Context: an optimization exercise on an open-source flow, tuned for small area. The choices shown serve that exercise and are no tape-out recipe. Only simulation tests tie the RTL to the original design; equivalence was not proved.

job 7472:
Design isc_cpu_top, start of the top module:
module isc_cpu_top (
     clk_i
    ,rst_i
    ,rst_rom_i
    ,mode_sel_i
    ,en_w_rom_i
    ,w_rom_addr_i
    ,w_rom_data_i
    ,instruction_i
    ,reg_watcher_o
    ,pc_o
    ,wb_en_o
    ,wb_addr_1_o
    ,wb_data_1_o
    ,wb_addr_2_o
    ,wb_data_2_o
);
    input clk_i;
    input rst_i;
    input rst_rom_i;
    input mode_sel_i;
    input en_w_rom_i;
    input [15:0] w_rom_addr_i;
    input [31:0] w_rom_data_i;
    input [31:0] instruction_i;
    output [7:0] reg_watcher_o;
    output [15:0] pc_o;
    output wb_en_o;
    output [4:0] wb_addr_1_o;
    output [7:0] wb_data_1_o;
    output [4:0] wb_addr_2_o;
    output [7:0] wb_data_2_o;
genvar g, b;
reg        en_reg_q;
reg        en_ram_q;
reg [7:0]  d1_q;       
reg [4:0]  a1_q;       
reg [7:0]  d2_q;
reg [2:0]  a2_q;       
reg [15:0] pc_q;
reg [1:0]  bub_q;
reg [4:0]  pcf_q;      
reg        romw_q;     
reg [20:0] c_q;        
reg        zr_q;       
reg        zm_q;       
wire [20:0] enc_w;
wire [20:0] enc_i;
inst_mode enc_rom (.inst_i(w_rom_data_i), .code_o(enc_w));
inst_mode enc_imm (.inst_i(instruction_i), .code_o(enc_i));
wire [20:0] rom_wd = enc_w & {21{~rst_rom_i}};    
wire [31:0] rom_col [0:20];
wire [7:0] rwh;
wire [3:0] rwl;
wire [31:0] rom_we;
pdhf  u_rwh (.a(w_rom_addr_i[4:2]), .f(rst_rom_i), .hn(rwh));
pdlf  u_rwl (.a(w_rom_addr_i[1:0]), .en(en_w_rom_i), .f(rst_rom_i), .ln(rwl));
sel32 u_rws (.hn(rwh), .ln(rwl), .y(rom_we));
generate
    for (g = 0; g < 32; g = g + 1) begin : romw
        reg [20:0] q;
        always @(posedge clk_i)
            if (rom_we[g])
                q <= rom_wd;
        for (b = 0; b < 21; b = b + 1) begin : c
            assign rom_col[b][g] = q[b];
        end
    end
endgenerate
wire [7:0] wd1 = d1_q & {8{~rst_i}};
wire [7:0] wd2 = d2_q & {8{~rst_i}};
wire [7:0]  reg_q [0:31];
wire [31:0] reg_col [0:7];
wire [31:0] ram_col [0:7];
wire [7:0] wh;
wire [3:0] wl_reg, wl_ram;
wire [31:0] reg_we, ram_we;
pdhf  u_wh  (.a(a1_q[4:2]), .f(rst_i), .hn(wh));
pdlf  u_wlg (.a(a1_q[1:0]), .en(en_reg_q), .f(rst_i), .ln(wl_reg));
  ...
Settings: LEC_CHECK=0, ABC_AREA=0, CAP_MARGIN=0, CORE_MARGIN=2, CORE_UTILIZATION=40, SLEW_MARGIN=0, SYNTH_HIERARCHICAL=1; clock period 40.0 ns.
standard.sh (not shown) runs the stock make flow with config.mk's settings and CLKGATE_MAP_FILE= SYNTH_SCRIPT=/design/flow/synth_recipe.tcl, a recipe that flattens the netlist after the stock synthesis.
==> flow/flow/run.sh <==
#!/bin/bash
# The standard layout (the standard.sh: ORFS synthesis to finish) with
# two changes: the port buffers are the smallest buffer cell, and clock tree
# synthesis uses clkbuf_8 with sink clusters of at most 20 and inserts
# no dummy loads. Each tool's full output stays in the ORFS logs under
# orfs/logs/; make's own output goes to flow.log here.
set -euo pipefail
export BUFFER_PORTS_ARGS="-buffer_cell sky130_fd_sc_hd__buf_1"
export CTS_ARGS="-sink_clustering_enable -repair_clock_nets -dont_use_dummy_load -sink_clustering_size 20 -sink_clustering_max_diameter 50 -buf_list {sky130_fd_sc_hd__clkbuf_8}"
bash standard.sh > flow.log 2>&1
## Diff of input files: job 394 against job 7472
--- a/flow/flow/run.sh
+++ b/flow/flow/run.sh
@@ -4 +4 @@
-# synthesis uses clkbuf_8 with sink clusters of at most 20 and inserts
+# synthesis uses clkbuf_16 with sink clusters of at most 30 and inserts
@@ -9 +9 @@
-export CTS_ARGS="-sink_clustering_enable -repair_clock_nets -dont_use_dummy_load -sink_clustering_size 20 -sink_clustering_max_diameter 50 -buf_list {sky130_fd_sc_hd__clkbuf_8}"
+export CTS_ARGS="-sink_clustering_enable -repair_clock_nets -dont_use_dummy_load -sink_clustering_size 30 -sink_clustering_max_diameter 60 -buf_list {sky130_fd_sc_hd__clkbuf_16}"
--- a/flow/config.mk
+++ b/flow/config.mk
@@ -9 +9 @@
-export CAP_MARGIN = 0
+export CAP_MARGIN = 20
@@ -12 +12 @@
-export SLEW_MARGIN = 0
+export SLEW_MARGIN = 20
## What came out
- Looking at the reports, job 394 completed the entire flow and the layout it produced met the timing, design-rule and antenna checks.
- From job 7472 to job 394 the numbers moved as follows: total non-filler cell area in the finished layout up about 1.4%, total wire length flat.
- The via count of job 394 and that of job 7472 are within noise of each other.
- Job 394 against job 7472: post-layout utilization of the core went up by 0.62 points, worst hold slack went up by 0.014 ns, sequential share of layout area went down by 0.82 points.
- Non-filler instance count after layout of job 7472 is on par with job 394.
- Boundary pin count came out exactly the same in job 7472 and job 394.
- Between job 7472 and job 394, wire length of the first global-routing pass increased.
- The area growth from synthesis to layout of job 394 exceeds that of job 7472 by 1.5 points.
### job 394 -> job 3884
--- a/flow/flow/run.sh
+++ b/flow/flow/run.sh
@@ -4 +4 @@
-# synthesis uses clkbuf_16 with sink clusters of at most 30 and inserts
+# synthesis uses clkbuf_8 with sink clusters of at most 20 and inserts
@@ -9 +9 @@
-export CTS_ARGS="-sink_clustering_enable -repair_clock_nets -dont_use_dummy_load -sink_clustering_size 30 -sink_clustering_max_diameter 60 -buf_list {sky130_fd_sc_hd__clkbuf_16}"
+export CTS_ARGS="-sink_clustering_enable -repair_clock_nets -dont_use_dummy_load -sink_clustering_size 20 -sink_clustering_max_diameter 50 -buf_list {sky130_fd_sc_hd__clkbuf_8}"
--- a/flow/config.mk
+++ b/flow/config.mk
@@ -11 +11,2 @@
-export CORE_UTILIZATION = 40
+export CORE_UTILIZATION = 60
+export PLACE_DENSITY = 0.72
Findings:
Design area | job 3884 below job 394
The routed wire length of job 3884 falls short of that of job 394 by 6.7%.
Cmp job 394 and job 3884 / highest fanout seen on the critical path / higher: job 394
For job 5498, these inputs were changed with respect to job 3884:
--- a/flow/flow/run.sh
+++ b/flow/flow/run.sh
@@ -4 +4 @@
-# synthesis uses clkbuf_8 with sink clusters of at most 20 and inserts
+# synthesis uses clkbuf_8 with sink clusters of at most 24 and inserts
@@ -9 +9 @@
-export CTS_ARGS="-sink_clustering_enable -repair_clock_nets -dont_use_dummy_load -sink_clustering_size 20 -sink_clustering_max_diameter 50 -buf_list {sky130_fd_sc_hd__clkbuf_8}"
+export CTS_ARGS="-sink_clustering_enable -repair_clock_nets -dont_use_dummy_load -sink_clustering_size 24 -sink_clustering_max_diameter 50 -buf_list {sky130_fd_sc_hd__clkbuf_8}"
--- a/flow/config.mk
+++ b/flow/config.mk
@@ -9 +9 @@
-export CAP_MARGIN = 20
+export CAP_MARGIN = 0
@@ -11,3 +11,2 @@
-export CORE_UTILIZATION = 60
-export PLACE_DENSITY = 0.72
-export SLEW_MARGIN = 20
+export CORE_UTILIZATION = 40
+export SLEW_MARGIN = 0
[summary]
- Per the comparison of job 5498 with job 3884, highest net fanout along the worst path increased by 2 relative to the old numbers; number of setup buffers added after CTS fell by 2.

* * *

## run 1
isc_cpu_top again, from the RTL that the note above started with.
Settings: LEC_CHECK=0, ABC_AREA=0, CAP_MARGIN=0, CORE_MARGIN=2, CORE_UTILIZATION=40, SLEW_MARGIN=0, SYNTH_HIERARCHICAL=1; clock period 40.0 ns.
==> flow/flow/run.sh <==
#!/bin/bash
# The standard layout (the standard.sh: ORFS synthesis to finish) with
# two changes: the port buffers are the smallest buffer cell, and clock tree
# synthesis uses clkbuf_4 with sink clusters of at most 12 and inserts
# no dummy loads. Each tool's full output stays in the ORFS logs under
# orfs/logs/; make's own output goes to flow.log here.
set -euo pipefail
export BUFFER_PORTS_ARGS="-buffer_cell sky130_fd_sc_hd__buf_1"
export CTS_ARGS="-sink_clustering_enable -repair_clock_nets -dont_use_dummy_load -sink_clustering_size 12 -sink_clustering_max_diameter 40 -buf_list {sky130_fd_sc_hd__clkbuf_4}"
bash standard.sh > flow.log 2>&1
In summary, run 1 completed successfully, with a layout that passed the timing, design-rule and antenna checks.
The following lists how run 2 was set up differently from run 1:
- SLEW_MARGIN: 0 -> 20
- CAP_MARGIN: 0 -> 20
==> flow/flow/run.sh <==
#!/bin/bash
# The standard layout (the standard.sh: ORFS synthesis to finish) with
# two changes: the port buffers are the smallest buffer cell, and clock tree
# synthesis uses clkbuf_8 with sink clusters of at most 20 and inserts
# no dummy loads. Each tool's full output stays in the ORFS logs under
# orfs/logs/; make's own output goes to flow.log here.
set -euo pipefail
export BUFFER_PORTS_ARGS="-buffer_cell sky130_fd_sc_hd__buf_1"
export CTS_ARGS="-sink_clustering_enable -repair_clock_nets -dont_use_dummy_load -sink_clustering_size 20 -sink_clustering_max_diameter 50 -buf_list {sky130_fd_sc_hd__clkbuf_8}"
bash standard.sh > flow.log 2>&1
Results
Run 2 does better than run 1 on final critical delay including setup and external delays.
Where hold slack is concerned, run 1 is better than run 2.
Run 2 — clock-buffer cell count 48 lower, run 1 as reference
Per the comparison of run 2 with run 1, layout buffer count excluding clock buffers climbed 5; global routing usage on met2 climbed 0.26 points.
[inputs] run 3 vs run 2
- an added CTS_CLUSTER_SIZE of 24
- an added CTS_BUF_LIST of sky130_fd_sc_hd__clkbuf_8 sky130_fd_sc_hd__clkbuf_16
- an added CTS_CLUSTER_DIAMETER of 60
==> flow/run.sh (new file) <==
#!/bin/bash
# synth_recipe.tcl (not shown) runs the flow's synth.tcl, then flattens the netlist and writes it again
# the make line also repeats each setting of config.mk as NAME=value (left out here)
make -C /OpenROAD-flow-scripts/flow DESIGN_CONFIG=/design/flow/config.mk WORK_HOME=/design/flow/orfs CLKGATE_MAP_FILE= SYNTH_SCRIPT=/design/flow/synth_recipe.tcl finish
removed: flow/flow/run.sh
removed: flow/standard.sh
==> run summary <==
Run 3 ended with every stage complete and zero timing, DRC or antenna violations. Number of buffers inserted during clock tree synthesis of run 3 falls short of that of run 2 by more than 10%. When run 3 is set beside run 2, its post-detailed-placement cell area turns out to be about 1.4% larger. Delta (run 3 minus run 2): time the worst path needs with I/O delays and setup has decreased; count of clock-buffer cells in the layout shrank by 13; achievable clock frequency saw an increase. Run 3 ends up with a final worst-path cycle share that is 0.43 points lower than in run 2. Vias per cell went down slightly going from run 2 to run 3.

afterwards: timing with drivers on the ports:
The results above use ideal ports. As a check the final layouts listed here were re-extracted and re-timed, cells and wires unchanged.
Step 1, drivers: a clkbuf_16 drives clk_i and a buf_2 each remaining input, both assumed.
Step 2 times the ports against the registers' clock, not the clock port: input delays grow and output delays shrink by t, the midpoint of the rising clock arrivals with the driver on.
Three values: ideal ports, drivers, drivers and shift; two values: the first two.
run	t (ns)	setup slack, ns	worst setup path after step 2
job 7472	0.859	2.697 / 2.697 / 2.697	register to register
job 394	0.753	2.583 / 2.583 / 2.583	register to register
job 3884	0.828	2.496 / 2.496 / 2.496	register to register
job 5498	0.858	2.649 / 2.649 / 2.649	register to register
run 1	1.164	2.575 / 2.575 / 2.575	register to register
run 2	0.884	2.753 / 2.753 / 2.753	register to register
run 3	0.786	2.926 / 2.926 / 2.926	register to register
After both steps setup and hold are still met in every run listed.
